This is an optimization exercise on Yosys and OpenROAD, whose aim is small area, not a production implementation. Only simulation tests tie the RTL to the original design; equivalence was not proved.

==> flow/flow/run.sh <==
#!/bin/bash
# Standard layout, unchanged; each tool's output goes to its own log here.
set -e
bash standard.sh > standard.log 2>&1
==> flow/standard.sh <==
#!/bin/bash
# synth_recipe.tcl (not shown) runs the flow's synth.tcl, then flattens the netlist and writes it again
# the make line also repeats each setting of config.mk as NAME=value (left out here)
make -C /OpenROAD-flow-scripts/flow DESIGN_CONFIG=/design/flow/config.mk WORK_HOME=/design/flow/orfs CLKGATE_MAP_FILE= SYNTH_SCRIPT=/design/flow/synth_recipe.tcl "${@:-finish}"
==> flow/config.mk <==
export PLATFORM = sky130hd
export DESIGN_NAME = scaler_top
export DESIGN_NICKNAME = scaler_top
export VERILOG_FILES = /design/flow/design.v
export SDC_FILE = /design/flow/constraint.sdc
export NUM_CORES = 4
export LEC_CHECK = 0
export ABC_AREA = 1
export CAP_MARGIN = 20
export CORE_MARGIN = 2
export CORE_UTILIZATION = 40
export SLEW_MARGIN = 20
==> flow/constraint.sdc <==
create_clock -name core_clock -period 20.0 [get_ports {clk}]
set_input_delay 4.0000 -clock core_clock [delete_from_list [all_inputs] [get_ports {clk}]]
set_output_delay 4.0000 -clock core_clock [all_outputs]
set_load 0.01 [all_outputs]
==> flow/design.v <==
module scaler_chan (
    input  logic       clk,
    input  logic       m_third,
    input  logic [9:0] i_pix,
    input  logic       ws,
    input  logic       ws_t,
    input  logic       step,
    input  logic       w1,
    input  logic       w2,
    input  logic       w4,
    input  logic       s_id,
    input  logic       s_sh1,
    input  logic       s_sh2,
    input  logic       s_d3,
    input  logic       s_d6,
    input  logic       s_d9,
    output logic [9:0] o_pix
);
    logic [13:0] acc;
    logic [10:0] ff [0:15];
    logic [10:0] fn [0:15];
    logic        fx;
    always_comb begin
        fn[0] = acc[10:0];
        for (int k = 1; k < 16; k++) fn[k] = ff[k-1];
        if (m_third) begin
            fn[11][0] = fx;
            fn[11][1] = ff[15][0];
            fn[11][2] = acc[12];
            fn[11][3] = ff[15][2];
            fn[11][4] = ff[15][3];
            fn[12][4] = acc[13];
            fn[11][5] = ff[15][4];
            fn[11][6] = ff[15][5];
        end
    end
    always_ff @(posedge clk) begin
        if (step) begin
            fx <= acc[11];
            for (int k = 0; k < 16; k++) ff[k] <= fn[k];
        end
    end
    wire [13:0] t3 = {ff[12][6], ff[11][4], ff[15][1], ff[10]};
    wire [13:0] t2 = {3'b000, ff[15]};
    wire        ws_t3 = ws_t && m_third;
    wire        ws_t2 = ws_t && !m_third;
    wire [13:0] base = ({14{ws_t3}} & t3) | ({14{ws_t2}} & t2) | ({14{!ws}} & acc);
    wire [13:0] wp   = {2'b00, ({10{w1}} & i_pix)} |
                       {1'b0, ({10{w2}} & i_pix), 1'b0} |
                       {({10{w4}} & i_pix), 2'b00};
    logic [14:0] c;
    logic [13:0] acc_n;
    always_comb begin
        c[0] = 1'b0;
        for (int i = 0; i < 14; i++) begin
            acc_n[i] = base[i] ^ wp[i] ^ c[i];
            c[i+1]   = (base[i] & wp[i]) | ((base[i] ^ wp[i]) & c[i]);
        end
    end
    always_ff @(posedge clk) acc <= acc_n;
    wire [13:0] h = {ff[12][4], ff[11][2], fx, ff[0]};
    logic [11:0] d3;
    logic [9:0]  d9;
    logic        r1, r0, n1, n0;
    always_comb begin
        r1 = 1'b0; r0 = 1'b0;
        d3 = '0;
        for (int i = 13; i >= 0; i--) begin
            if (i < 12) d3[i] = r1 | (r0 & h[i]);
            n1 = h[i] ? r1 : r0;
            n0 = h[i] ? ~(r1 | r0) : r1;
            r1 = n1; r0 = n0;
        end
        r1 = 1'b0; r0 = 1'b0;
        d9 = '0;
        for (int i = 11; i >= 0; i--) begin
            if (i < 10) d9[i] = r1 | (r0 & d3[i]);
            n1 = d3[i] ? r1 : r0;
            n0 = d3[i] ? ~(r1 | r0) : r1;
            r1 = n1; r0 = n0;
        end
    end
    assign o_pix = ({10{s_id}}  & h[9:0])   |
                   ({10{s_sh1}} & h[10:1])  |
                   ({10{s_sh2}} & h[11:2])  |
                   ({10{s_d3}}  & d3[9:0])  |
                   ({10{s_d6}}  & d3[10:1]) |
                   ({10{s_d9}}  & d9);
endmodule
`timescale 1ns / 1ps
module scaler_top #(
    parameter int VSW   = 2,
    parameter int VBP   = 2,
    parameter int VACT  = 11,
    parameter int VFP   = 2,
    parameter int HSW   = 4,
    parameter int HBP   = 8,
    parameter int HACT  = 31,
    parameter int HFP   = 8,
    parameter int ADDR_WIDTH     = 5,
    parameter int RGB_WIDTH      = 10,
    parameter int RAM_DATA_WIDTH = 30,
    parameter int VSYNC_POL      = 0,
    parameter int HSYNC_POL      = 0
)(
    input  logic                   clk,
    input  logic                   rstn,
    input  logic [1:0]             i_mode,
    input  logic [1:0]             i_method,
    input  logic                   i_vsync,
    input  logic                   i_hsync,
    input  logic                   i_de,
    input  logic [RGB_WIDTH-1:0]   i_r_data,
    input  logic [RGB_WIDTH-1:0]   i_g_data,
    input  logic [RGB_WIDTH-1:0]   i_b_data,
    output logic                   o_vsync,
    output logic                   o_hsync,
    output logic                   o_de_scaled,
    output logic [RGB_WIDTH-1:0]   o_r_scaled,
    output logic [RGB_WIDTH-1:0]   o_g_scaled,
    output logic [RGB_WIDTH-1:0]   o_b_scaled
);
    wire m_byp   = (i_mode == 2'b00);
    wire m_half  = (i_mode == 2'b01);
    wire m_third = (i_mode == 2'b10);
    wire avg     = i_method[0];
    wire m_cross = m_third && (i_method == 2'b10);
    wire samp    = (i_mode == 2'b01) ? !i_method[0] : (i_method == 2'b00);
    logic [4:0] lc;
    logic [5:0] hc;
    logic [1:0] m3;
    logic       first;    
    always_ff @(posedge clk or negedge rstn) begin
        if (!rstn) begin
            lc    <= 5'd17;
            hc    <= 6'd0;
            m3    <= 2'd0;
            first <= 1'b1;
        end else if (lc == 5'd17) begin
            if (i_vsync) begin
                lc <= 5'd0;
                hc <= 6'd1;
                m3 <= 2'd1;
            end
        end else begin
            if (hc == 6'd50) begin
                hc <= 6'd0;
                lc <= lc + 5'd1;
            end else begin
                hc <= hc + 6'd1;
            end
            m3 <= (m3 == 2'd2) ? 2'd0 : m3 + 2'd1;
            if (lc == 5'd16) first <= 1'b0;
        end
    end
    wire inx   = (hc >= 6'd12) && (hc <= 6'd42);    
    wire x30   = (hc == 6'd42);
    wire x33   = (hc == 6'd45);
    wire row10 = (lc == 5'd14);
    wire row11 = (lc == 5'd15);
    wire r0    = (lc == 5'd4) || (lc == 5'd7) || (lc == 5'd10) || (lc == 5'd13);
    wire r1    = (lc == 5'd5) || (lc == 5'd8) || (lc == 5'd11) || (lc == 5'd14);
    wire r2    = (lc == 5'd6) || (lc == 5'd9) || (lc == 5'd12);
    wire ws    = m_byp || (inx && (m_half ? !hc[0] : (m3 == 2'd0)));
    wire step  = ws || x33;
    wire use_t = m_half ? lc[0] : (m_third && !r0);
    wire ws_t  = ws && use_t;
    wire w1 = m_byp
            || (m_half && avg && !x30)
            || (m_half && !avg && !lc[0] && !hc[0])
            || (m_cross && r1 && !x30 && (m3 != 2'd1))
            || (m_cross && !r1 && (x30 || (m3 == 2'd1)))
            || (m_third && avg && !row10)
            || (m_third && samp && r0 && (m3 == 2'd0));
    wire w2 = (m_half && avg && x30)
            || (m_cross && r1 && !x30 && (m3 == 2'd1))
            || (m_third && avg && row10);
    wire w4 = m_cross && r1 && x30;
    logic vs_d, hs_d, de_d;
    logic vs_n, hs_n, de_n;
    always_comb begin
        vs_n = 1'b0; hs_n = 1'b0; de_n = 1'b0;
        if (m_byp) begin
            vs_n = vs_d; hs_n = hs_d; de_n = de_d;
        end else if (m_half) begin
            vs_n = ((lc == 5'd1) && (hc >= 6'd3)) || (lc == 5'd2) || ((lc == 5'd3) && (hc <= 6'd2));
            hs_n = (lc <= 5'd16) && (hc >= 6'd3) && (hc <= 6'd6) && ((lc != 5'd0) || ((hc == 6'd3) && !first));
            de_n = lc[0] && (lc >= 5'd5) && (lc <= 5'd15) && (hc >= 6'd15) && (hc <= 6'd45) && hc[0];
        end else if (m_third) begin
            vs_n = ((lc == 5'd1) && (hc >= 6'd4)) || (lc == 5'd2) || ((lc == 5'd3) && (hc <= 6'd3));
            hs_n = (lc <= 5'd16) && (hc >= 6'd4) && (hc <= 6'd7) && ((lc != 5'd0) || ((hc == 6'd4) && !first));
            de_n = ((r2 && (hc <= 6'd46)) || (row11 && (hc <= 6'd43))) && (hc >= 6'd16) && (m3 == 2'd1);
        end
    end
    always_ff @(posedge clk or negedge rstn) begin
        if (!rstn) begin
            vs_d <= 1'b0; hs_d <= 1'b0; de_d <= 1'b0;
            o_vsync <= 1'b0; o_hsync <= 1'b0; o_de_scaled <= 1'b0;
        end else begin
            vs_d <= i_vsync; hs_d <= i_hsync; de_d <= i_de;
            o_vsync <= vs_n; o_hsync <= hs_n; o_de_scaled <= de_n;
        end
    end
    wire s_id  = o_de_scaled && (m_byp || samp);
    wire s_sh2 = o_de_scaled && m_half && avg && !row11;
    wire s_sh1 = o_de_scaled && m_half && avg && row11;
    wire s_d3  = o_de_scaled && m_third && avg && (hc == 6'd47);
    wire s_d9  = o_de_scaled && m_third && avg && (hc != 6'd47);
    wire s_d6  = o_de_scaled && m_cross;
    scaler_chan u_r (.clk(clk), .m_third(m_third), .i_pix(i_r_data), .ws(ws), .ws_t(ws_t), .step(step),
                     .w1(w1), .w2(w2), .w4(w4), .s_id(s_id), .s_sh1(s_sh1), .s_sh2(s_sh2),
                     .s_d3(s_d3), .s_d6(s_d6), .s_d9(s_d9), .o_pix(o_r_scaled));
    scaler_chan u_g (.clk(clk), .m_third(m_third), .i_pix(i_g_data), .ws(ws), .ws_t(ws_t), .step(step),
                     .w1(w1), .w2(w2), .w4(w4), .s_id(s_id), .s_sh1(s_sh1), .s_sh2(s_sh2),
                     .s_d3(s_d3), .s_d6(s_d6), .s_d9(s_d9), .o_pix(o_g_scaled));
    scaler_chan u_b (.clk(clk), .m_third(m_third), .i_pix(i_b_data), .ws(ws), .ws_t(ws_t), .step(step),
                     .w1(w1), .w2(w2), .w4(w4), .s_id(s_id), .s_sh1(s_sh1), .s_sh2(s_sh2),
                     .s_d3(s_d3), .s_d6(s_d6), .s_d9(s_d9), .o_pix(o_b_scaled));
endmodule
==> results by group, run 1 <==
Status
  • Status: timing/DRC/antenna clean

Floorplan
  • Std cell rows: 91
  • Top Ports: 72
  • Initial Util: 0.4036
  • Die width: 253.3 microns
  • Core Region: 0.06160 sq mm
  • Die Ht: 253.3 microns
  • Die area: 0.06416 sq mm

Yosys
  • Number of synthesized flops with an enable pin: 531
  • Warnings, synthesis: 4
  • Post-Syn Nets: 2068
  • Simple-gate share of the synthesized area: 0.1558
  • #FFs+latches synth: 593
  • Synth Area in XOR/XNOR: 0.001762
  • Cell area after synthesis: 0.02486 sq mm
  • Post-Synth Adder-Cell Area: 0.04067
  • Multiplexer area fraction after synthesis: 0
  • Compound-Gate Fraction of Synth Area: 0.06422
  • Synth Flop Type: edfxtp_1
  • Asr flop ratio synth: 0.03373
  • Yosys cell types: 45
  • Mapped Cells: 1968
  • Combinational family with the most area after synthesis: simple AND/OR/NAND/NOR gates
  • Mean Syn Cell Area: 12.63 sq um
  • Seq/Total Area, Yosys: 0.6955

Final layout
  • Multi-input gate area: 0.006561 sq mm
  • Share of layout cells above drive strength 1: 0.1278
  • Area grow syn2layout: 14.90%
  • Reg area: 0.01729 sq mm
  • Fill count: 5452
  • N_diodes: 0
  • Post-route cell area: 0.02856 sq mm
  • Final nets: 2178

CTS
  • H-tree Lvls: 2
  • Longest Clk Path Bufs: 3
  • Total CTS buffers: 59
  • Clock transition at the registers of the reported paths: 0.06 ns
  • CTS tree: yes
  • Post-cts hold buffer count: 0
  • CTS sink count: 593
  • Clock latency on the worst-skew pair: 0.61 ns
  • Root Buffer: clkbuf_16
  • Post-CTS Setup Inserts: 0
  • Post-CTS Resized: 0

Detailed routing
  • DRT Pass-1 Iters: 5
  • Vias per cell: 5.148
  • Drt first-iter violations: 1488
  • Via count: 15265
  • Final antenna-violating net count: 0
  • Final wirelength: 54760 microns
  • Drt drc: 0
  • Wire per inst: 18.47 microns

Worst setup path
  • Flop-to-flop setup slack: 12.12 ns
  • Critical Path Most Common Cell: inv_1
  • Max incr delay on CP: 0.61 ns
  • Critical path type: primary input to primary output
  • Critical path endpoint category: primary output
  • CP max stage cell: clkdlybuf4s50_1
  • CP Cell Sequence: clkdlybuf4s50_1 > inv_1 > nor2_4 > inv_1 > nor3_1 > inv_1 > nor2_2 > buf_4 > clkinv_1 > o22ai_1 > a221oi_1 > o211ai_1 > clkdlybuf4s50_1
  • Worst EP arrival: 7.58 ns
  • Worst setup SP type: primary input
  • CP max FO: 22
  • CP required: 16.00 ns

Timing
  • Worst slew margin: 0.2039
  • Max Slew Vio Count: 0
  • Final Skew: 0.01475 ns
  • Max Freq: 86.38 MHz
  • RSZ-0062 raised after global routing: no
  • Worst-Margin Slew: 1.194 ns
  • Setup TNS: 0 ns
  • Post-route minimum period: 11.58 ns
  • Final setup viols: 0
  • Tcrit/Tclk final: 0.5788
  • Final hold vios: 0

Placed design
  • IO Port Bufs: 71
  • Final Wtd Congestion: 0.8662
  • Placed Area: 0.02665 sq mm
  • HPWL after DPL: 37330 microns

Global routing
  • Global-route wire length before repair: 82810 microns
  • Vias in the first global route: 14769
  • Total GRT Usage: 0.1700
  • Pin count of the biggest net entering global routing: 213
  • Total gr overflow: 0
  • Initial antenna violation count: 1

Run
  • Max_cap viols: 0

Min path
  • HP Class: flop to flop
## routing by layer
metal | wire (microns) | vias up | track usage
li1 | - | 7220 | -
met1 | 25880 | 7487 | 0.2470
met2 | 23960 | 460 | 0.2564
met3 | 3497 | 98 | 0.03372
met4 | 1422 | 0 | 0.05495
met5 | 0 | - | 0
## critical path, delay by kind of cell
| family | cells | cell delay [ns] |
|---|---|---|
| buffers and inverters | 7 | 2.38 |
| AO/OA/AOI/OAI | 3 | 0.52 |
| AND/OR/NAND/NOR | 3 | 0.66 |
## layout by cell type (no fill, tap or decap), drive strengths merged, types with 4 or more instances in the layout
cell,instances
a21oi,16
xor2,4
nand2,508
a221oi,20
fa,33
inv,237
ha,28
nor2,67
clkinv,22
edfxtp,531
clkdlybuf4s50,70
buf,20
dfrtp,17
a31oi,4
o22ai,22
clkbuf,81
o211ai,28
a22oi,15
nand3b,4
nor3,5
bufinv,6
nand3,159
o2111ai,6
o221ai,29
nand4,48
a211oi,4
o21ai,91
dfxtp,42
## flip-flops by register name, summed over array words and instances (netlist names), 2 cells and up
name and flops:
u_r.ff 176, u_g.ff 176, u_g.acc 14, hc 6, u_b.ff 176, lc 5, m3 2, u_b.acc 14
u_r.acc 14
## worst paths after layout
kind | from | endpoint | depth (start not counted)
min in group asynchronous | rstn | lc[2] | 1
max in group asynchronous | rstn | first | 1
min reg2reg | u_g.ff[4][1] | u_g.ff[5][1] | 0
min | u_g.ff[4][1] | u_g.ff[5][1] | 0
max reg2reg | hc[4] | u_b.acc[13] | 27
max | i_mode[1] | o_b_scaled[9] | 13
## cells in the mapped netlist (all sizes together), types with 3 or more instances
master   number  share of area
a211oi        4         0.0012
a21oi        16         0.0032
a221oi       20         0.0070
a22oi        15         0.0045
a31oi         4         0.0010
clkbuf       40         0.0060
clkinv        3        0.00045
dfrtp        17          0.017
dfstp         3         0.0032
dfxtp        42          0.034
edfxtp      531           0.64
fa           33          0.027
ha           28          0.014
inv         233          0.035
nand2       508          0.088
nand3       159          0.039
nand3b        4         0.0012
nand4        48          0.016
nor2         67          0.011
nor3          5         0.0010
o2111ai       6         0.0021
o211ai       28         0.0085
o21ai        91          0.019
o221ai       29          0.010
o22ai        22         0.0055
xor2          4         0.0014
## cells by family (layout without fill, tap and decap cells)
| family | Yosys count | count (layout) |
|---|---|---|
| xor gates and xnor gates | 5 | 5 |
| and+or+nand+nor | 791 | 791 |
| AOI/OAI and AO/OA | 241 | 241 |
| buffers and inverters | 277 | 437 |
| DFF | 593 | 593 |
| adders and majority gates | 61 | 61 |
## cell type report
type | count | share of cell area
Clock buffer | 81 | 0.05568
Multi-Input combinational cell | 1098 | 0.2297
Tap cell | 837 | 0.03667
Inverter | 236 | 0.03101
Sequential cell | 593 | 0.6054
Clock inverter | 30 | 0.01143
Timing Repair Buffer | 90 | 0.03014
## through the flow
| step | hold WS (ns) | util | instances | setup slack [ns] |
|---|---|---|---|---|
| after floorplan | 0.4003 | - | 1968 | 2.589 |
| after global placement | 0.4002 | 0.4327 | 2854 | 8.513 |
| after detailed placement | 0.4045 | 0.4327 | 2854 | 8.429 |
| after CTS | 0.4044 | 0.4638 | 2965 | 8.410 |
| after global routing | 0.4147 | 0.4637 | 2965 | 8.242 |
| final | 0.4093 | 0.4637 | 2965 | 8.423 |
==> run 2: changes to the inputs <==
==> flow/run.sh (new file) <==
#!/bin/bash
# synth_recipe.tcl (not shown) runs the flow's synth.tcl, then flattens the netlist and writes it again
# the make line also repeats each setting of config.mk as NAME=value (left out here)
make -C /OpenROAD-flow-scripts/flow DESIGN_CONFIG=/design/flow/config.mk WORK_HOME=/design/flow/orfs CLKGATE_MAP_FILE= SYNTH_SCRIPT=/design/flow/synth_recipe.tcl finish
removed: flow/flow/run.sh
removed: flow/standard.sh
==> results by group, run 2 <==
CTS
  • H-tree Lvls: 2 (unchanged)
  • Post-cts hold buffer count: 0 (unchanged)
  • Post-CTS Resized: 0 (unchanged)
  • Longest Clk Path Bufs: 3 (unchanged)
  • Clock latency on the worst-skew pair: 0.61 ns (about the same)
  • Total CTS buffers: 59 (unchanged)
  • Clock transition at the registers of the reported paths: 0.06 ns (about the same)
  • Root Buffer: clkbuf_16
  • CTS tree: yes
  • CTS sink count: 593 (unchanged)
  • Post-CTS Setup Inserts: 0 (unchanged)

Placed design
  • HPWL after DPL: 37330 microns (unchanged)
  • Placed Area: 0.02665 sq mm (unchanged)
  • Placed insts: 2854 (unchanged)
  • Pre-CTS WS: 8.429 ns (unchanged)
  • IO Port Bufs: 71 (unchanged)
  • Final Wtd Congestion: 0.8662 (unchanged)

Worst setup path
  • Critical path type: primary input to primary output
  • CP required: 16.00 ns (about the same)
  • CP max FO: 22 (unchanged)
  • Worst setup SP type: primary input
  • Worst EP arrival: 7.58 ns (about the same)
  • CP Cell Sequence: clkdlybuf4s50_1 > inv_1 > nor2_4 > inv_1 > nor3_1 > inv_1 > nor2_2 > buf_4 > clkinv_1 > o22ai_1 > a221oi_1 > o211ai_1 > clkdlybuf4s50_1
  • Max incr delay on CP: 0.61 ns (about the same)
  • Critical path endpoint category: primary output
  • Critical Path Most Common Cell: inv_1
  • CP max stage cell: clkdlybuf4s50_1

Detailed routing
  • Final antenna-violating net count: 0 (unchanged)
  • Uppermost layer routed: met4
  • Wire length on met3: 3497 microns (unchanged)
  • DRT Pass-1 Iters: 5 (unchanged)
  • Drt drc: 0 (unchanged)
  • Wire per inst: 18.47 microns (unchanged)
  • Drt first-iter violations: 1488 (unchanged)
  • Wl on met1: 25880 microns (unchanged)
  • Final wirelength: 54760 microns (unchanged)
  • Vias per cell: 5.148 (unchanged)
  • Via count: 15265 (unchanged)
  • Wire length on met2: 23960 microns (unchanged)

Yosys
  • Yosys cell types: 45 (unchanged)
  • Mean Syn Cell Area: 12.63 sq um (unchanged)
  • Main area contributors after synthesis: edfxtp_1 64%, nand2_1 6.5%, dfxtp_1 3.4%, inv_1 3.1%, fa_1 2.7%
  • Cell taking the most area after synthesis: edfxtp_1
  • Post-Syn Nets: 2068 (unchanged)
  • #FFs+latches synth: 593 (unchanged)
  • Most instantiated cells after synthesis: 531 x edfxtp_1, 428 x nand2_1, 205 x inv_1
  • Share of the synthesized area in the top cell type: 0.6414 (unchanged)
  • Seq/Total Area, Yosys: 0.6955 (unchanged)
  • Asr flop ratio synth: 0.03373 (unchanged)
  • Mapped Cells: 1968 (unchanged)
  • Synth Flop Type: edfxtp_1
  • Warnings, synthesis: 4 (unchanged)
  • Most common cell in the synthesized netlist: edfxtp_1
  • Cell area after synthesis: 0.02486 sq mm (unchanged)
  • Number of synthesized flops with an enable pin: 531 (unchanged)

Status
  • Status: timing/DRC/antenna clean

Final layout
  • Post-route cell area: 0.02856 sq mm (unchanged)
  • Final nets: 2178 (unchanged)
  • Share of layout cells above drive strength 1: 0.1278 (unchanged)
  • Fill count: 5452 (unchanged)
  • Commonest non-fill, non-tap cell in the layout: edfxtp_1
  • Regs by FF count: u_b.ff (176), u_g.ff (176), u_r.ff (176)
  • Post-route insts no fill: 2965 (unchanged)
  • Area grow syn2layout: 14.90% (unchanged)
  • N_diodes: 0 (unchanged)
  • Most frequent cells in the layout: 531 x edfxtp_1, 427 x nand2_1, 205 x inv_1

Floorplan
  • Top Ports: 72 (unchanged)
  • Std cell rows: 91 (unchanged)
  • Core Region: 0.06160 sq mm (unchanged)
  • Initial Util: 0.4036 (unchanged)
  • Die area: 0.06416 sq mm (unchanged)
  • Die width: 253.3 microns (unchanged)
  • Die Ht: 253.3 microns (unchanged)

Run
  • Max_cap viols: 0 (unchanged)

Timing
  • Final Skew: 0.01475 ns (unchanged)
  • Tcrit/Tclk final: 0.5788 (unchanged)
  • RSZ-0062 raised after global routing: no
  • Max Freq: 86.38 MHz (unchanged)
  • Final setup viols: 0 (unchanged)
  • Setup TNS: 0 ns (unchanged)
  • Worst-Margin Slew: 1.194 ns (unchanged)
  • Worst slew margin: 0.2039 (unchanged)
  • Max Slew Vio Count: 0 (unchanged)
  • Post-route minimum period: 11.58 ns (unchanged)
  • Final hold vios: 0 (unchanged)
  • Setup ws final: 8.423 ns (unchanged)
  • Hold_ws: 0.4093 ns (unchanged)

Min path
  • HP Class: flop to flop

Global routing
  • Pin count of the biggest net entering global routing: 213 (unchanged)
  • Initial antenna violation count: 1 (unchanged)
  • Global-route wire length before repair: 82810 microns (unchanged)
  • Total gr overflow: 0 (unchanged)
  • Vias in the first global route: 14769 (unchanged)
  • Total GRT Usage: 0.1700 (unchanged)
-- run 2: cell counts in the layout (fill, tap and decap cells not counted) --
Identical to the previous run, type by type.
-- run 2: worst paths after layout --
kind,start,endpoint,slack (ns),cells past startpoint
hold reg to reg,u_g.ff[4][1],u_g.ff[5][1],0.41,0
setup / recovery,i_mode[1],o_b_scaled[9],8.42,13
setup reg to reg,hc[4],u_b.acc[13],12.12,27
max in group asynchronous,rstn,first,16.30,1
min in group asynchronous,rstn,lc[2],3.35,1
hold / removal,u_g.ff[4][1],u_g.ff[5][1],0.41,0
-- run 2: cell type report --
type	instances	area, sq um	share of cell area
sequential	593	17290	0.6054
multi-input combinational	1098	6561	0.2297
clock buffer	81	1590	0.05568
tap	837	1047	0.03667
inverter	236	885.9	0.03101
timing repair buffer	90	860.8	0.03014
clock inverter	30	326.6	0.01143
-- run 2: critical path: cells and delay by family --
family                 cells  cell delay (ns)
AND/OR/NAND/NOR            3             0.66
buffers and inverters      7             2.38
AO/OA/AOI/OAI              3             0.52
-- run 2: routing by layer --
layer,track usage,up-vias
met2,0.2564,460
met5,0,-
li1,-,7220
met1,0.2470,7487
met3,0.03372,98
met4,0.05495,0
-- run 2: cells by family (layout without fill, tap and decap cells) --
group,Yosys count,in the layout,synth area share
and+or+nand+nor,791,791,0.1558
DFF,593,593,0.6955
buffers and inverters,277,437,0.04198
AOI/OAI and AO/OA,241,241,0.06422
adders and majority gates,61,61,0.04067
xor gates and xnor gates,5,5,0.001762
-- run 2: per-stage QoR --
| step | util |
|---|---|
| 3_3_place_gp | 0.4327 |
| 4_1_cts | 0.4638 |
| 5_1_grt | 0.4637 |
| 2_1_floorplan | - |
| 6_report | 0.4637 |
| 3_5_place_dp | 0.4327 |
==> run 3: changes to the inputs <==
==> flow/flow/run.sh (new file) <==
#!/bin/bash
# Standard ORFS layout (the standard.sh, standard synthesis) with:
#  - combinational cells set to their smallest size after floorplan,
#    so the later repair steps size up only what needs it
#  - port buffers of the smallest buffer cell
#  - clock tree without dummy loads
# Each tool's output is in standard.log here and in orfs/logs.
set -e
export POST_FLOORPLAN_TCL=$PWD/flow/downsize.tcl
export BUFFER_PORTS_ARGS="-buffer_cell sky130_fd_sc_hd__buf_1"
export CTS_ARGS="-sink_clustering_enable -repair_clock_nets -dont_use_dummy_load"
bash standard.sh > standard.log 2>&1
==> flow/flow/downsize.tcl (new file) <==
# Swap every combinational cell to the smallest drive strength of the same
# function; later repair steps (repair_design, repair_timing) resize what
# slew, capacitance or timing needs.
set db [ord::get_db]
set block [ord::get_db_block]
set dont_use [split $::env(DONT_USE_CELLS)]
set n 0
foreach inst [$block getInsts] {
  set m [[$inst getMaster] getName]
  if {![regexp {^sky130_fd_sc_hd__([a-z0-9]+)_([0-9]+)$} $m -> fn sz]} { continue }
  if {[regexp {^(df|edf|sdf|dl|clk|tap|fill|decap|conb|diode|probe|lpflow)} $fn]} { continue }
  foreach s {0 1 2} {
    if {$s >= $sz} { break }
    set cand "sky130_fd_sc_hd__${fn}_${s}"
    if {[lsearch -exact $dont_use $cand] >= 0} { continue }
    set nm [$db findMaster $cand]
    if {$nm eq "NULL" || $nm eq ""} { continue }
    if {[$inst swapMaster $nm]} { incr n }
    break
  }
}
puts "downsize: swapped $n instances"
==> flow/standard.sh (new file) <==
#!/bin/bash
# synth_recipe.tcl (not shown) runs the flow's synth.tcl, then flattens the netlist and writes it again
# the make line also repeats each setting of config.mk as NAME=value (left out here)
make -C /OpenROAD-flow-scripts/flow DESIGN_CONFIG=/design/flow/config.mk WORK_HOME=/design/flow/orfs CLKGATE_MAP_FILE= SYNTH_SCRIPT=/design/flow/synth_recipe.tcl "${@:-finish}"
removed: flow/run.sh
==> results by group, run 3 <==
Detailed routing
  • Wire per inst: 19.00 microns (+2.9%)
  • Final wirelength: 55400 microns (+1.2%)
  • DRT Pass-1 Iters: 6 (+1)
  • Vias per cell: 5.277 (+2.5%)
  • Drt drc: 0 (unchanged)
  • Drt first-iter violations: 1701 (+14%)
  • Final antenna-violating net count: 0 (unchanged)
  • Via count: 15387 (+0.80%)

Status
  • Status: timing/DRC/antenna clean

Worst setup path
  • Critical path type: primary input to primary output
  • Worst setup SP type: primary input
  • Critical path endpoint category: primary output
  • Critical Path Most Common Cell: inv_1
  • CP Cell Sequence: buf_1 > inv_1 > nor2_4 > buf_4 > inv_1 > nor3_1 > inv_1 > nor2_2 > buf_4 > clkinv_1 > o22ai_1 > a221oi_1 > o211ai_1 > buf_1
  • R2r startpoint: hc[4]
  • CP max FO: 29 (+32%)
  • Worst EP arrival: 6.97 ns (-0.61 ns)
  • Crit path launch: i_mode[1]
  • CP required: 16.00 ns (about the same)
  • WP buf/inv: 8 (+1)
  • CP max stage cell: clkinv_1
  • Max incr delay on CP: 0.45 ns (-0.16 ns)
  • Crit path max-delay family: buffers and inverters

Global routing
  • Total gr overflow: 0 (unchanged)
  • Total GRT Usage: 0.1733 (+0.003312)
  • Pin count of the biggest net entering global routing: 85 (-60%)
  • Vias in the first global route: 14868 (+0.67%)
  • Global-route wire length before repair: 84830 microns (+2.4%)
  • Initial antenna violation count: 8 (+7)

Yosys
  • Asr flop ratio synth: 0.03373 (unchanged)
  • Combinational family with the most area after synthesis: simple AND/OR/NAND/NOR gates
  • Compound-Gate Fraction of Synth Area: 0.06422 (unchanged)
  • Post-Syn Nets: 2068 (unchanged)
  • Simple-gate share of the synthesized area: 0.1558 (unchanged)
  • Cell area after synthesis: 0.02486 sq mm (unchanged)
  • Multiplexer area fraction after synthesis: 0 (unchanged)
  • Warnings, synthesis: 4 (unchanged)
  • Synth Flop Type: edfxtp_1
  • #FFs+latches synth: 593 (unchanged)
  • Yosys cell types: 45 (unchanged)
  • Main area contributors after synthesis: edfxtp_1 64%, nand2_1 6.5%, dfxtp_1 3.4%, inv_1 3.1%, fa_1 2.7%
  • Most instantiated cells after synthesis: 531 x edfxtp_1, 428 x nand2_1, 205 x inv_1
  • Share of the synthesized area in the top cell type: 0.6414 (unchanged)
  • Synth Area in XOR/XNOR: 0.001762 (unchanged)
  • Seq/Total Area, Yosys: 0.6955 (unchanged)
  • Most common cell in the synthesized netlist: edfxtp_1
  • Post-Synth Adder-Cell Area: 0.04067 (unchanged)
  • Mean Syn Cell Area: 12.63 sq um (unchanged)
  • Cell taking the most area after synthesis: edfxtp_1
  • Number of synthesized flops with an enable pin: 531 (unchanged)
  • Mapped Cells: 1968 (unchanged)

Timing
  • Worst slew margin: 0.3129 (+0.1089)
  • Final Skew: 0.03433 ns (+0.01958 ns)
  • Post-route minimum period: 10.97 ns (-0.6048 ns)
  • Max Slew Vio Count: 0 (unchanged)
  • Worst-Margin Slew: 1.031 ns (-0.1634 ns)
  • RSZ-0062 raised after global routing: no
  • Setup TNS: 0 ns (unchanged)
  • Tcrit/Tclk final: 0.5486 (-0.03024)
  • Final hold vios: 0 (unchanged)
  • Final setup viols: 0 (unchanged)
  • Hold_ws: 0.4099 ns (+0.0005240 ns)
  • Max Freq: 91.14 MHz (+5.5%)

Floorplan
  • Initial Util: 0.4036 (unchanged)
  • Die Ht: 253.3 microns (unchanged)
  • Std cell rows: 91 (unchanged)
  • Die area: 0.06416 sq mm (unchanged)
  • Die width: 253.3 microns (unchanged)
  • Top Ports: 72 (unchanged)
  • Core Region: 0.06160 sq mm (unchanged)

Final layout
  • Share of layout cells above drive strength 1: 0.04425 (-0.08357)
  • Regs by FF count: u_b.ff (176), u_g.ff (176), u_r.ff (176)
  • Most frequent cells in the layout: 531 x edfxtp_1, 507 x nand2_1, 233 x inv_1
  • Final nets: 2181 (+0.14%)
  • Area grow syn2layout: 9.140%
  • N_diodes: 0 (unchanged)
  • Commonest non-fill, non-tap cell in the layout: edfxtp_1

CTS
  • CTS sink count: 593 (unchanged)
  • Total CTS buffers: 59 (unchanged)
  • Root Buffer: clkbuf_16
  • Post-CTS Resized: 0 (unchanged)
  • Clock latency on the worst-skew pair: 0.60 ns (about the same)
  • H-tree Lvls: 2 (unchanged)
  • Clock transition at the registers of the reported paths: 0.06 ns (about the same)
  • Post-CTS Setup Inserts: 0 (unchanged)
  • Longest Clk Path Bufs: 3 (unchanged)
  • Post-cts hold buffer count: 0 (unchanged)
  • CTS tree: yes

Min path
  • Hold Path Origin: u_b.ff[2][8]
  • HP Class: flop to flop

Run
  • Max_cap viols: 0 (unchanged)

Placed design
  • Final Wtd Congestion: 0.8959 (+3.4%)
  • IO Port Bufs: 71 (unchanged)
  • HPWL after DPL: 38140 microns (+2.2%)
## run 3: logic make-up (layout without fill, tap and decap cells)
logic type | after synthesis | count (layout)
AOI/OAI and AO/OA | 241 | 241
buffers and inverters | 277 | 388
adders and majority gates | 61 | 61
xor gates and xnor gates | 5 | 5
DFF | 593 | 593
and+or+nand+nor | 791 | 791
## run 3: layer usage
metal  vias up  routed length [microns]  track usage
li1       7156                        -            -
met5         -                       25            0
met1      7583                    26040       0.2572
met3        94                     4109      0.03156
met4         4                     1306      0.05139
met2       550                    23910       0.2594
## run 3: stage by stage
stage / area, sq um / worst slack, ns / utilization / cells
after floorplan: 24860 / 2.589 / - / 1968
after global placement: 25640 / 9.131 / 0.4163 / 2857
after detailed placement: 25650 / 8.921 / 0.4163 / 2857
after CTS: 27120 / 9.087 / 0.4403 / 2916
after global routing: 27130 / 8.764 / 0.4405 / 2916
final: 27130 / 9.028 / 0.4405 / 2916
## run 3: worst paths after layout
kind | to | slack [ns] | cells past startpoint
min in group asynchronous | hc[3] | 3.37 | 1
worst max-delay path | o_r_scaled[9] | 9.03 | 14
worst min-delay path | u_b.ff[3][8] | 0.41 | 0
worst max register to register | u_g.acc[13] | 12.38 | 27
max in group asynchronous | lc[4] | 16.26 | 1
worst min register to register | u_b.ff[3][8] | 0.41 | 0
## run 3: layout make-up
cell class | count | area, sq um
Fill cell | 5571 | 34470
Multi-Input combinational cell | 1098 | 5998
Timing Repair Buffer | 93 | 432.9
Clock buffer | 59 | 1476
Tap cell | 837 | 1047
Sequential cell | 593 | 17290
Inverter | 236 | 885.9
==> run 4: changes to the inputs <==
--- a/flow/flow/run.sh
+++ b/flow/flow/run.sh
@@ -8,5 +8,5 @@
 set -e
 export POST_FLOORPLAN_TCL=$PWD/flow/downsize.tcl
 export BUFFER_PORTS_ARGS="-buffer_cell sky130_fd_sc_hd__buf_1"
-export CTS_ARGS="-sink_clustering_enable -repair_clock_nets -dont_use_dummy_load"
+export CTS_ARGS="-sink_clustering_enable -repair_clock_nets -dont_use_dummy_load -buf_list {sky130_fd_sc_hd__clkbuf_8} -sink_clustering_size 20"
 bash standard.sh > standard.log 2>&1
==> results by group, run 4 <==
Timing
  • Final Skew: 0.07213 ns (+0.03780 ns)
  • Tcrit/Tclk final: 0.5476 (-0.001012)
  • Final setup viols: 0 (unchanged)
  • Setup TNS: 0 ns (unchanged)
  • RSZ-0062 raised after global routing: no
  • Post-route minimum period: 10.95 ns (-0.02024 ns)
  • Worst-Margin Slew: 1.027 ns (-0.003527 ns)
  • Max Freq: 91.31 MHz (+0.18%)
  • Worst slew margin: 0.3152 (+0.002352)
  • Max Slew Vio Count: 0 (unchanged)
  • Final hold vios: 0 (unchanged)

Floorplan
  • Core Region: 0.06160 sq mm (unchanged)
  • Initial Util: 0.4036 (unchanged)
  • Std cell rows: 91 (unchanged)
  • Die width: 253.3 microns (unchanged)
  • Top Ports: 72 (unchanged)
  • Die Ht: 253.3 microns (unchanged)
  • Die area: 0.06416 sq mm (unchanged)

CTS
  • Clock latency on the worst-skew pair: 0.66 ns (+0.06 ns)
  • Root Buffer: clkbuf_8
  • H-tree Lvls: 3 (+1)
  • Longest Clk Path Bufs: 3 (unchanged)
  • Post-CTS Resized: 0 (unchanged)
  • Post-CTS Setup Inserts: 0 (unchanged)
  • CTS sink count: 593 (unchanged)
  • Post-cts hold buffer count: 0 (unchanged)
  • Total CTS buffers: 92 (+56%)
  • CTS tree: yes
  • Clock transition at the registers of the reported paths: 0.06 ns (about the same)

Detailed routing
  • Final antenna-violating net count: 0 (unchanged)
  • Drt drc: 0 (unchanged)
  • Uppermost layer routed: met5
  • Final wirelength: 55800 microns (+0.72%)
  • Wire length on met3: 4352 microns (+5.9%)
  • DRT Pass-1 Iters: 7 (+1)
  • Wl on met1: 25930 microns (-0.41%)
  • Drt first-iter violations: 1614 (-5.1%)
  • Via count: 15522 (+0.88%)
  • Wire length on met2: 24360 microns (+1.8%)
  • Vias per cell: 5.262 (-0.29%)
  • Wire per inst: 18.91 microns (-0.44%)

Final layout
  • Post-route cell area: 0.02692 sq mm (-0.77%)
  • Area grow syn2layout: 8.305%
  • Most frequent cells in the layout: 531 x edfxtp_1, 507 x nand2_1, 233 x inv_1
  • Regs by FF count: u_b.ff (176), u_g.ff (176), u_r.ff (176)
  • Final nets: 2214 (+1.5%)
  • Share of layout cells above drive strength 1: 0.05919 (+0.01493)
  • Commonest non-fill, non-tap cell in the layout: edfxtp_1

Placed design
  • HPWL after DPL: 38140 microns (unchanged)
  • Placed Area: 0.02565 sq mm (unchanged)
  • Final Wtd Congestion: 0.8959 (unchanged)
  • IO Port Bufs: 71 (unchanged)

Yosys
  • Asr flop ratio synth: 0.03373 (unchanged)
  • Share of the synthesized area in the top cell type: 0.6414 (unchanged)
  • Post-Syn Nets: 2068 (unchanged)
  • Cell taking the most area after synthesis: edfxtp_1
  • Number of synthesized flops with an enable pin: 531 (unchanged)
  • Seq/Total Area, Yosys: 0.6955 (unchanged)
  • #FFs+latches synth: 593 (unchanged)
  • Most common cell in the synthesized netlist: edfxtp_1
  • Warnings, synthesis: 4 (unchanged)
  • Main area contributors after synthesis: edfxtp_1 64%, nand2_1 6.5%, dfxtp_1 3.4%, inv_1 3.1%, fa_1 2.7%
  • Synth Flop Type: edfxtp_1
  • Mapped Cells: 1968 (unchanged)
  • Yosys cell types: 45 (unchanged)
  • Most instantiated cells after synthesis: 531 x edfxtp_1, 428 x nand2_1, 205 x inv_1
  • Mean Syn Cell Area: 12.63 sq um (unchanged)
  • Cell area after synthesis: 0.02486 sq mm (unchanged)

Run
  • Max_cap viols: 0 (unchanged)

Worst setup path
  • Worst EP arrival: 6.95 ns (-0.02 ns)
  • Critical path endpoint category: primary output
  • Worst reg-to-reg path cell count: 27 (unchanged)
  • Critical path type: primary input to primary output
  • CP required: 16.00 ns (about the same)
  • CP max FO: 29 (unchanged)
  • Worst setup SP type: primary input

Global routing
  • Initial antenna violation count: 7 (-1)
  • Total GRT Usage: 0.1758 (+0.002449)
  • Vias in the first global route: 15064 (+1.3%)
  • Global-route wire length before repair: 85730 microns (+1.1%)
  • Pin count of the biggest net entering global routing: 85 (unchanged)
  • Total gr overflow: 0 (unchanged)

Min path
  • HP Class: flop to flop
  • Hold Crit Depth: 0 (unchanged)

Status
  • Status: timing/DRC/antenna clean
[run 4: cell counts after synthesis]
Identical to the previous run, type by type.
[run 4: through the flow]
stage,worst slack [ns],std cells,util,hold slack (ns)
CTS,9.086,2949,0.4369,0.3839
floorplan,2.589,1968,-,0.4003
global placement,9.131,2857,0.4163,0.4002
detailed placement,8.921,2857,0.4163,0.4045
global route,8.766,2949,0.4370,0.3984
finish,9.049,2950,0.4371,0.3766
[run 4: worst max-delay path: stages]
cell and delay (ns):
buf_1 0.13, inv_1 0.09, nor2_4 0.08, buf_4 0.32, inv_1 0.32, nor3_1 0.31, inv_1 0.11, nor2_2 0.13
buf_4 0.32, clkinv_1 0.45, o22ai_1 0.24, a221oi_1 0.07, o211ai_1 0.16, buf_1 0.19
[run 4: cells by family (layout without fill, tap and decap cells)]
| family | count (synthesis) | after routing | share of synthesized area |
|---|---|---|---|
| AO/OA/AOI/OAI | 241 | 241 | 0.06422 |
| other | 0 | 1 | 0 |
| flip-flops | 593 | 593 | 0.6955 |
| adder cells (fa/ha/maj) | 61 | 61 | 0.04067 |
| AND/OR/NAND/NOR | 791 | 791 | 0.1558 |
| XOR/XNOR | 5 | 5 | 0.001762 |
| buffers and inverters | 277 | 421 | 0.04198 |
[run 4: final cells by class]
type / instances / area, sq um
antenna: 1 / 2.502
clock buffer: 92 / 1266
fill: 5585 / 34670
inverter: 236 / 885.9
multi-input combinational: 1098 / 5998
sequential: 593 / 17290
tap: 837 / 1047
timing repair buffer: 93 / 432.9
[run 4: worst paths after layout]
check / slack (ns) / startpoint / to
setup / recovery: 9.05 / i_mode[1] / o_r_scaled[9]
hold / removal: 0.38 / u_g.ff[6][5] / u_g.ff[7][5]
setup reg to reg: 12.40 / hc[4] / u_g.acc[13]
hold reg to reg: 0.38 / u_g.ff[6][5] / u_g.ff[7][5]
max in group asynchronous: 16.29 / rstn / lc[0]
min in group asynchronous: 3.34 / rstn / hc[3]
[run 4: metal layers]
layer  up-vias  global-route usage
met3        90             0.03629
li1       7211                   -
met2       584              0.2623
met5         -                   0
met4         4             0.05275
met1      7633              0.2585
==> run 5: changes to the inputs <==
==> flow/flow/run.sh (replaced) <==
#!/bin/bash
# Standard ORFS layout (the standard.sh) with these changes:
#  - after the standard synthesis, its combinational logic is re-mapped for
#    area by yosys/abc (reopt.sh); registers, their names and cells stay
#  - combinational cells set to their smallest size after floorplan, so the
#    later repair steps size up only what needs it (downsize.tcl)
#  - port buffers of the smallest buffer cell
#  - clock tree of clkbuf_8 without dummy loads
# Logs: synth.log, reopt.log, standard.log here, and orfs/logs.
set -e
export POST_FLOORPLAN_TCL=$PWD/flow/downsize.tcl
export BUFFER_PORTS_ARGS="-buffer_cell sky130_fd_sc_hd__buf_1"
export CTS_ARGS="-sink_clustering_enable -repair_clock_nets -dont_use_dummy_load -buf_list {sky130_fd_sc_hd__clkbuf_8} -sink_clustering_size 20"
bash standard.sh synth > synth.log 2>&1
R=$PWD/orfs/results/sky130hd/scaler_top/base
cp $R/1_2_yosys.v $PWD/std_1_2_yosys.v
bash flow/reopt.sh $PWD/std_1_2_yosys.v $R/1_2_yosys.v $PWD/reopt_stat.txt > reopt.log 2>&1
rm -f $R/1_synth.odb
bash standard.sh > standard.log 2>&1
==> flow/flow/area.abc (new file) <==
strash
dch -f
amap -F 5 -A 5
strash
dch -f
amap -F 5 -A 5
strash
dch -f
amap -F 5 -A 5
topo
==> flow/flow/reopt.sh (new file) <==
#!/bin/bash
# usage: reopt.sh IN.v OUT.v STAT.txt  (run from the flow work folder)
set -euo pipefail
D=$(cd "$(dirname "$0")" && pwd)
LIB=$FLOW_HOME/platforms/sky130hd/lib/sky130_fd_sc_hd__tt_025C_1v80.lib
DU=$(sed -n '/^export DONT_USE_CELLS/,/^$/p' $FLOW_HOME/platforms/sky130hd/config.mk | grep -oE 'sky130_fd_sc_hd__[a-z0-9_]+' | sed 's/^/-dont_use /' | tr '\n' ' ')
KEEP=$(grep -oE 'sky130_fd_sc_hd__(df|edf|sdf|dl|conb)[a-z0-9_]*' "$1" | sort -u | tr '\n' ' ')
sed -e "s#@LIB@#$LIB#g" -e "s#@IN@#$1#" -e "s#@OUT@#$2#" -e "s#@STAT@#$3#" -e "s#@KEEP@#$KEEP#" \
    -e "s#@DONTUSE@#$DU#" -e "s#@ABCSCRIPT@#$D/area.abc#" $D/reopt.ys.in > reopt.ys
yosys -s reopt.ys
==> flow/flow/reopt.ys.in (new file) <==
# Re-map the combinational logic of the standard synthesis netlist for area.
# Registers (and their names and cell types) are kept as they are.
read_liberty -ignore_miss_func @LIB@
read_verilog -defer @IN@
hierarchy -top scaler_top
setattr -mod -set keep_hierarchy 1 @KEEP@
flatten
opt_clean
abc -liberty @LIB@ @DONTUSE@ -script @ABCSCRIPT@
opt_clean -purge
hilomap -singleton -hicell sky130_fd_sc_hd__conb_1 HI -locell sky130_fd_sc_hd__conb_1 LO
splitnets
opt_clean -purge
select scaler_top
tee -o @STAT@ stat -liberty @LIB@
check
write_verilog -noattr -nohex -nodec -selected @OUT@
--- a/flow/config.mk
+++ b/flow/config.mk
@@ -8,5 +8,5 @@
 export ABC_AREA = 1
 export CAP_MARGIN = 20
 export CORE_MARGIN = 2
-export CORE_UTILIZATION = 40
+export CORE_UTILIZATION = 60
 export SLEW_MARGIN = 20
==> results by group, run 5 <==
Status
  • Status: timing/DRC/antenna clean

Worst setup path
  • CP max stage cell: nor2_1
  • Worst reg-to-reg path cell count: 31 (+15%)
  • Flop-to-flop setup slack: 13.74 ns (+1.34 ns)
  • Critical path endpoint category: primary output
  • Max incr delay on CP: 0.68 ns (+0.23 ns)
  • R2r startpoint: lc[0]
  • CP required: 16.00 ns (about the same)
  • CP Cell Sequence: buf_1 > clkinv_1 > nand2_1 > buf_4 > clkinv_1 > nand2_1 > nor2_1 > clkinv_1 > nor2_1 > buf_4 > clkinv_1 > o21ai_0 > o311ai_0 > o211ai_1 > buf_1
  • Worst setup SP type: primary input
  • WP buf/inv: 8 (unchanged)
  • Critical Path Most Common Cell: clkinv_1
  • Crit path max-delay family: buffers and inverters
  • Crit path launch: i_mode[0]
  • Critical path type: primary input to primary output
  • CP max FO: 24 (-17%)
  • Worst EP arrival: 7.96 ns (+1.01 ns)
  • Worst path depth: 15 (+1)
  • Reg2reg end: u_r.acc[13]
  • Worst Setup EP: o_b_scaled[5]

Detailed routing
  • DRT Pass-1 Iters: 7 (unchanged)
  • Final antenna-violating net count: 0 (unchanged)
  • Via count: 13822 (-11%)
  • Wire per inst: 20.63 microns (+9.1%)
  • Final wirelength: 46590 microns (-16%)
  • Vias per cell: 6.121 (+16%)
  • Drt first-iter violations: 1834 (+14%)
  • Drt drc: 0 (unchanged)

Floorplan
  • Top Ports: 72 (unchanged)
  • Std cell rows: 71 (-22%)
  • Core Region: 0.03740 sq mm (-39%)
  • Die width: 198.3 microns (-22%)
  • Die area: 0.03932 sq mm (-39%)
  • Die Ht: 198.3 microns (-22%)
  • Initial Util: 0.6057 (+0.2021)

Placed design
  • HPWL after DPL: 28950 microns (-24%)
  • Final Wtd Congestion: 0.9146 (+2.1%)
  • Pre-CTS WS: 8.077 ns (-0.8435 ns)
  • Placed Area: 0.02375 sq mm (-7.4%)
  • Placed insts: 2166 (-24%)
  • IO Port Bufs: 71 (unchanged)

Timing
  • Post-route minimum period: 11.96 ns (+1.011 ns)
  • Setup TNS: 0 ns (unchanged)
  • Worst-Margin Slew: 1.073 ns (+0.04579 ns)
  • Final Skew: 0.07881 ns (+0.006684 ns)
  • Max Slew Vio Count: 0 (unchanged)
  • Final hold vios: 0 (unchanged)
  • Tcrit/Tclk final: 0.5981 (+0.05055)
  • Hold_ws: 0.3757 ns (-0.0008360 ns)
  • Setup ws final: 8.037 ns (-1.011 ns)
  • Max Freq: 83.59 MHz (-8.5%)
  • RSZ-0062 raised after global routing: no
  • Final setup viols: 0 (unchanged)
  • Worst slew margin: 0.2847 (-0.03053)

Final layout
  • Most frequent cells in the layout: 531 x edfxtp_1, 201 x nor2_1, 129 x clkinv_1
  • Final nets: 1788 (-19%)
  • Fill count: 2651 (-53%)
  • Share of layout cells above drive strength 1: 0.06983 (+0.01065)
  • Regs by FF count: u_b.ff (176), u_g.ff (176), u_r.ff (176)
  • Commonest non-fill, non-tap cell in the layout: edfxtp_1
  • Post-route insts no fill: 2258 (-23%)
  • Reg area: 0.01729 sq mm (unchanged)
  • Final Core Density: 0.6690 (+0.2319)
  • Area grow syn2layout: 10.46%
  • Post-route cell area: 0.02502 sq mm (-7.1%)
  • Multi-input gate area: 0.004915 sq mm (-18%)
  • N_diodes: 0 (-1)

Global routing
  • Vias in the first global route: 12587 (-16%)
  • Total gr overflow: 0 (unchanged)
  • Global-route wire length before repair: 68810 microns (-20%)
  • Total GRT Usage: 0.2351 (+0.05928)
  • Initial antenna violation count: 0 (-7)
  • Pin count of the biggest net entering global routing: 194 (+130%)

Yosys
  • Cell area after synthesis: 0.02265 sq mm (-8.9%)
  • Mean Syn Cell Area: 14.47 sq um (+15%)
  • Mapped Cells: 1565 (-20%)
  • Warnings, synthesis: 4 (unchanged)
  • Post-Syn Nets: 1604 (-22%)

CTS
  • Post-CTS Setup Inserts: 0 (unchanged)
  • Root Buffer: clkbuf_8
  • H-tree Lvls: 3 (unchanged)
  • CTS sink count: 593 (unchanged)
  • Clock transition at the registers of the reported paths: 0.05 ns (about the same)
  • Clock latency on the worst-skew pair: 0.66 ns (about the same)
  • Total CTS buffers: 92 (unchanged)
  • Post-cts hold buffer count: 0 (unchanged)
  • Post-CTS Resized: 0 (unchanged)
  • CTS tree: yes
  • Longest Clk Path Bufs: 3 (unchanged)

Min path
  • HP Class: flop to flop
  • Hold Path Origin: u_g.ff[14][1]

Run
  • Max_cap viols: 0 (unchanged)
-- run 5: worst min path at each step --
stage / depth (start not counted) / endpoint
2_1_floorplan: 0 / u_b.ff[10][0]
3_3_place_gp: 0 / u_b.ff[2][9]
3_5_place_dp: 0 / u_b.ff[12][10]
4_1_cts: 0 / u_g.ff[15][1]
5_1_grt: 0 / u_g.ff[15][1]
6_report: 0 / u_g.ff[15][1]
-- run 5: layer usage --
metal	GRT usage	part of all wire
met2	0.3410	0.44
met5	0	0
met4	0.08549	0.021
met1	0.3487	0.45
met3	0.05740	0.082
-- run 5: final cells by class --
class | count | area share
sequential | 593 | 0.6910
multi-input combinational | 843 | 0.1964
clock buffer | 92 | 0.05060
tap | 511 | 0.02555
inverter | 129 | 0.01935
timing repair buffer | 90 | 0.01705
==> run 6: changes to the inputs <==
--- a/flow/config.mk
+++ b/flow/config.mk
@@ -8,5 +8,5 @@
 export ABC_AREA = 1
 export CAP_MARGIN = 20
 export CORE_MARGIN = 2
-export CORE_UTILIZATION = 60
+export CORE_UTILIZATION = 40
 export SLEW_MARGIN = 20
==> results by group, run 6 <==
Timing
  • Max Slew Vio Count: 0 (unchanged)
  • Final setup viols: 0 (unchanged)
  • Setup TNS: 0 ns (unchanged)
  • Hold_ws: 0.3785 ns (+0.002706 ns)
  • Final Skew: 0.06579 ns (-0.01302 ns)
  • Max Freq: 85.83 MHz (+2.7%)
  • Final hold vios: 0 (unchanged)
  • RSZ-0062 raised after global routing: no
  • Tcrit/Tclk final: 0.5826 (-0.01557)
  • Worst-Margin Slew: 1.116 ns (+0.04333 ns)
  • Setup ws final: 8.349 ns (+0.3114 ns)
  • Worst slew margin: 0.2558 (-0.02889)
  • Post-route minimum period: 11.65 ns (-0.3114 ns)

Detailed routing
  • Final wirelength: 49290 microns (+5.8%)
  • DRT Pass-1 Iters: 9 (+2)
  • Drt first-iter violations: 1729 (-5.7%)
  • Vias per cell: 5.627 (-8.1%)
  • Drt drc: 0 (unchanged)
  • Final antenna-violating net count: 0 (unchanged)
  • Via count: 14130 (+2.2%)
  • Wire per inst: 19.63 microns (-4.9%)

Placed design
  • IO Port Bufs: 71 (unchanged)
  • Pre-CTS WS: 8.413 ns (+0.3353 ns)
  • Placed insts: 2411 (+11%)
  • Final Wtd Congestion: 0.8474 (-7.3%)
  • Placed Area: 0.02408 sq mm (+1.4%)
  • HPWL after DPL: 30290 microns (+4.6%)

Final layout
  • Final nets: 1794 (+0.34%)
  • Commonest non-fill, non-tap cell in the layout: edfxtp_1
  • Fill count: 5016 (+89%)
  • Share of layout cells above drive strength 1: 0.07359 (+0.003754)
  • Area grow syn2layout: 12.38%
  • Regs by FF count: u_b.ff (176), u_g.ff (176), u_r.ff (176)
  • Most frequent cells in the layout: 531 x edfxtp_1, 200 x nor2_1, 129 x clkinv_1
  • Post-route cell area: 0.02546 sq mm (+1.7%)
  • Post-route insts no fill: 2511 (+11%)
  • Final Core Density: 0.4532 (-0.2158)

CTS
  • Total CTS buffers: 97 (+5.4%)
  • Clock latency on the worst-skew pair: 0.69 ns (+0.03 ns)
  • Clock transition at the registers of the reported paths: 0.06 ns (about the same)
  • Post-cts hold buffer count: 0 (unchanged)
  • Root Buffer: clkbuf_8
  • CTS sink count: 593 (unchanged)
  • CTS tree: yes
  • Longest Clk Path Bufs: 3 (unchanged)
  • Post-CTS Resized: 0 (unchanged)
  • H-tree Lvls: 3 (unchanged)
  • Post-CTS Setup Inserts: 0 (unchanged)

Yosys
  • Cell area after synthesis: 0.02265 sq mm (unchanged)
  • Mean Syn Cell Area: 14.47 sq um (unchanged)
  • Warnings, synthesis: 4 (unchanged)
  • Mapped Cells: 1565 (unchanged)
  • Post-Syn Nets: 1604 (unchanged)

Worst setup path
  • Worst EP arrival: 7.65 ns (-0.31 ns)
  • Critical path type: primary input to primary output
  • Flop-to-flop setup slack: 13.71 ns (-0.03 ns)
  • CP required: 16.00 ns (about the same)
  • Critical path endpoint category: primary output
  • Worst setup SP type: primary input
  • CP max FO: 24 (unchanged)

Global routing
  • Pin count of the biggest net entering global routing: 196 (+1.0%)
  • Total GRT Usage: 0.1659 (-0.06917)
  • Vias in the first global route: 13526 (+7.5%)
  • Global-route wire length before repair: 75200 microns (+9.3%)
  • Initial antenna violation count: 4 (+4)
  • Total gr overflow: 0 (unchanged)

Floorplan
  • Std cell rows: 87 (+23%)
  • Initial Util: 0.4033 (-0.2024)
  • Die width: 242.0 microns (+22%)
  • Core Region: 0.05617 sq mm (+50%)
  • Top Ports: 72 (unchanged)
  • Die Ht: 242.0 microns (+22%)
  • Die area: 0.05855 sq mm (+49%)

Min path
  • HP Class: flop to flop

Run
  • Max_cap viols: 0 (unchanged)

Status
  • Status: timing/DRC/antenna clean
-- run 6: area by class of cell --
type / instances / area [sq um] / share of cell area
Inverter: 129 / 484.2 / 0.01902
Clock buffer: 97 / 1335 / 0.05245
Timing Repair Buffer: 91 / 466.7 / 0.01833
Tap cell: 756 / 945.9 / 0.03716
Antenna cell: 2 / 5.005 / 0.0001966
Sequential cell: 593 / 17290 / 0.6792
Multi-Input combinational cell: 843 / 4928 / 0.1936
-- run 6: final timing paths --
kind | from | cells past startpoint | end
max in group asynchronous | rstn | 1 | lc[4]
worst min-delay path | u_b.ff[11][7] | 0 | u_b.ff[12][7]
worst min register to register | u_b.ff[11][7] | 0 | u_b.ff[12][7]
worst max register to register | lc[0] | 31 | u_r.acc[13]
worst max-delay path | i_mode[1] | 15 | o_b_scaled[5]
min in group asynchronous | rstn | 1 | hc[2]
-- run 6: critical path: stages --
cell and delay (ns):
buf_1 0.12, nand2_1 0.07, buf_4 0.25, clkinv_1 0.10
nand2_1 0.12, nor2_1 0.46, clkinv_1 0.13, buf_4 0.23
nor2_1 0.57, buf_4 0.28, clkinv_1 0.43, o21ai_0 0.22
o311ai_0 0.16, o211ai_1 0.27, buf_1 0.21
-- run 6: per-layer routing --
layer | track usage | share of wire | vias up
li1 | - | - | 6554
met1 | 0.2364 | 0.45 | 6871
met2 | 0.2411 | 0.43 | 590
met3 | 0.03567 | 0.081 | 111
met4 | 0.08261 | 0.034 | 4
met5 | 0 | 0.00049 | -
==> run 7: changes to the inputs <==
--- a/flow/flow/run.sh
+++ b/flow/flow/run.sh
@@ -5,12 +5,12 @@
 #  - combinational cells set to their smallest size after floorplan, so the
 #    later repair steps size up only what needs it (downsize.tcl)
 #  - port buffers of the smallest buffer cell
-#  - clock tree of clkbuf_8 without dummy loads
+#  - clock tree of clkbuf_16 in clusters of up to 22 without dummy loads
 # Logs: synth.log, reopt.log, standard.log here, and orfs/logs.
 set -e
 export POST_FLOORPLAN_TCL=$PWD/flow/downsize.tcl
 export BUFFER_PORTS_ARGS="-buffer_cell sky130_fd_sc_hd__buf_1"
-export CTS_ARGS="-sink_clustering_enable -repair_clock_nets -dont_use_dummy_load -buf_list {sky130_fd_sc_hd__clkbuf_8} -sink_clustering_size 20"
+export CTS_ARGS="-sink_clustering_enable -repair_clock_nets -dont_use_dummy_load -buf_list {sky130_fd_sc_hd__clkbuf_16} -sink_clustering_size 22 -sink_clustering_max_diameter 120"
 bash standard.sh synth > synth.log 2>&1
 R=$PWD/orfs/results/sky130hd/scaler_top/base
 cp $R/1_2_yosys.v $PWD/std_1_2_yosys.v
--- a/flow/config.mk
+++ b/flow/config.mk
@@ -8,5 +8,5 @@
 export ABC_AREA = 1
 export CAP_MARGIN = 20
 export CORE_MARGIN = 2
-export CORE_UTILIZATION = 40
+export CORE_UTILIZATION = 60
 export SLEW_MARGIN = 20
==> results by group, run 7 <==
Worst setup path
  • Worst Setup EP: o_b_scaled[5]
  • Crit path launch: i_mode[0]
  • Crit path max-delay family: buffers and inverters
  • Worst path depth: 15 (unchanged)
  • Reg2reg end: u_r.acc[12]
  • CP max FO: 24 (unchanged)
  • CP required: 16.00 ns (about the same)
  • Max incr delay on CP: 0.68 ns (+0.11 ns)
  • WP buf/inv: 8 (unchanged)
  • R2r startpoint: hc[2]
  • Worst reg-to-reg path cell count: 31 (unchanged)
  • Critical path type: primary input to primary output
  • CP max stage cell: nor2_1
  • Flop-to-flop setup slack: 13.72 ns (about the same)
  • Worst EP arrival: 7.90 ns (+0.25 ns)
  • Critical path endpoint category: primary output
  • Critical Path Most Common Cell: clkinv_1

CTS
  • Longest Clk Path Bufs: 3 (unchanged)
  • Post-CTS Resized: 0 (unchanged)
  • Post-cts hold buffer count: 0 (unchanged)
  • Total CTS buffers: 30 (-69%)
  • Post-CTS Setup Inserts: 0 (unchanged)
  • CTS tree: yes
  • H-tree Lvls: 1 (-2)
  • Root Buffer: clkbuf_16

Timing
  • Setup ws final: 8.102 ns (-0.2470 ns)
  • Post-route minimum period: 11.90 ns (+0.2470 ns)
  • Hold_ws: 0.3775 ns (-0.0009890 ns)
  • Tcrit/Tclk final: 0.5949 (+0.01235)
  • Max Slew Vio Count: 0 (unchanged)
  • Worst-Margin Slew: 1.053 ns (-0.06345 ns)
  • Worst slew margin: 0.2981 (+0.04230)
  • Final setup viols: 0 (unchanged)
  • Setup TNS: 0 ns (unchanged)

Global routing
  • Vias in the first global route: 12057 (-11%)
  • Total gr overflow: 0 (unchanged)
  • Total GRT Usage: 0.2244 (+0.05854)

Floorplan
  • Die area: 0.03932 sq mm (-33%)
  • Core Region: 0.03740 sq mm (-33%)
  • Die width: 198.3 microns (-18%)
  • Die Ht: 198.3 microns (-18%)
  • Std cell rows: 71 (-18%)

Yosys
  • Warnings, synthesis: 4 (unchanged)
  • Mean Syn Cell Area: 14.47 sq um (unchanged)
  • Mapped Cells: 1565 (unchanged)
  • Post-Syn Nets: 1604 (unchanged)

Detailed routing
  • Vias per cell: 6.128 (+8.9%)
  • Wire per inst: 20.56 microns (+4.7%)
  • Final antenna-violating net count: 0 (unchanged)
  • DRT Pass-1 Iters: 7 (-2)
  • Final wirelength: 45150 microns (-8.4%)

Final layout
  • N_diodes: 0 (-2)
  • Share of layout cells above drive strength 1: 0.03561 (-0.03798)
  • Fill count: 2682 (-47%)
  • Final Core Density: 0.6552 (+0.2020)
  • Post-route cell area: 0.02451 sq mm (-3.7%)
  • Regs by FF count: u_b.ff (176), u_g.ff (176), u_r.ff (176)
  • Area grow syn2layout: 8.186%
  • Most frequent cells in the layout: 531 x edfxtp_1, 201 x nor2_1, 129 x clkinv_1

Placed design
  • Placed insts: 2166 (-10%)
  • Final Wtd Congestion: 0.9146 (+7.9%)
  • Placed Area: 0.02375 sq mm (-1.4%)
  • Pre-CTS WS: 8.077 ns (-0.3353 ns)
  • IO Port Bufs: 71 (unchanged)

Status
  • Status: timing/DRC/antenna clean

Run
  • Max_cap viols: 0 (unchanged)

Min path
  • HP Class: flop to flop
## run 7: cell types whose count changed in the layout (fill, tap and decap cells not counted), sizes merged
cell    change
buf         -2
clkbuf     -66
diode       -2
## run 7: worst min path at each step
| stage | startpoint | to | slack (ns) | cells past startpoint |
|---|---|---|---|---|
| finish | u_g.ff[6][3] | u_g.ff[7][3] | 0.38 | 0 |
| global route | u_g.ff[14][1] | u_g.ff[15][1] | 0.38 | 0 |
| CTS | u_g.ff[14][1] | u_g.ff[15][1] | 0.38 | 0 |
| detailed placement | u_b.ff[11][10] | u_b.ff[12][10] | 0.40 | 0 |
| global placement | u_b.ff[1][9] | u_b.ff[2][9] | 0.40 | 0 |
| floorplan | u_b.ff[9][0] | u_b.ff[10][0] | 0.40 | 0 |
## run 7: worst reg2reg max path: cells and delay by family (launching register included)
kind,cells,cell delay [ns]
AO/OA/AOI/OAI,14,3.04
AND/OR/NAND/NOR,10,1.44
buffers and inverters,7,1.27
flip-flops,1,0.45
## run 7: final cells by class
type                            count  area share
Inverter                          129     0.01976
Tap cell                          511     0.02609
Multi-Input combinational cell    843      0.2006
Timing Repair Buffer               90     0.01741
Sequential cell                   593      0.7056
Clock buffer                       30     0.03063
## run 7: layer usage
layer  global-route usage  up-vias  wire length [microns]
met5                    0        -                      0
met4              0.05904        0                   1017
met3              0.03696       66                   3336
met2               0.3404      437                  20150
met1               0.3416     6544                  20650
li1                     -     6411                      -

separate check: timing with driven ports:
How much do the figures lean on ideal ports? The routed layouts below were timed once more, with nothing changed but the port constraints.
Step 1 (the two cells are an assumption about what drives the block):
set clk [get_ports {clk}]
set_driving_cell -lib_cell sky130_fd_sc_hd__clkbuf_16 $clk
set_driving_cell -lib_cell sky130_fd_sc_hd__buf_2 [delete_from_list [all_inputs] $clk]
Step 2 also shifts input and output timing later by t, the mid clock arrival at the registers, as if the neighbouring blocks saw the same clock.
Three values: no drivers, after step 1, after step 2; two values: the first two.
| run | t, ns | setup WS [ns] | worst setup path after step 2 | slew at the worst register clock pin (ns) | worst slew at a driven data input, ns |
|---|---|---|---|---|---|
| run 1 | 0.659 | 8.423 / 8.399 / 8.399 | input to output | 0.07 / 0.07 | 0.04 |
| run 2 | 0.659 | 8.423 / 8.399 / 8.399 | input to output | 0.07 / 0.07 | 0.04 |
| run 3 | 0.635 | 9.028 / 8.997 / 8.867 | input to register | 0.06 / 0.06 | 0.10 |
| run 4 | 0.679 | 9.049 / 9.015 / 8.852 | input to register | 0.06 / 0.06 | 0.10 |
| run 5 | 0.670 | 8.037 / 8.015 / 8.015 | input to output | 0.06 / 0.06 | 0.05 |
| run 6 | 0.704 | 8.349 / 8.326 / 8.326 | input to output | 0.07 / 0.07 | 0.09 |
| run 7 | 0.637 | 8.102 / 8.080 / 8.080 | input to output | 0.09 / 0.09 | 0.05 |
After both steps every run listed still meets setup and hold. For run 4, which loses most, drivers alone change the setup slack by -0.034 ns; drivers and shift together by -0.197 ns.
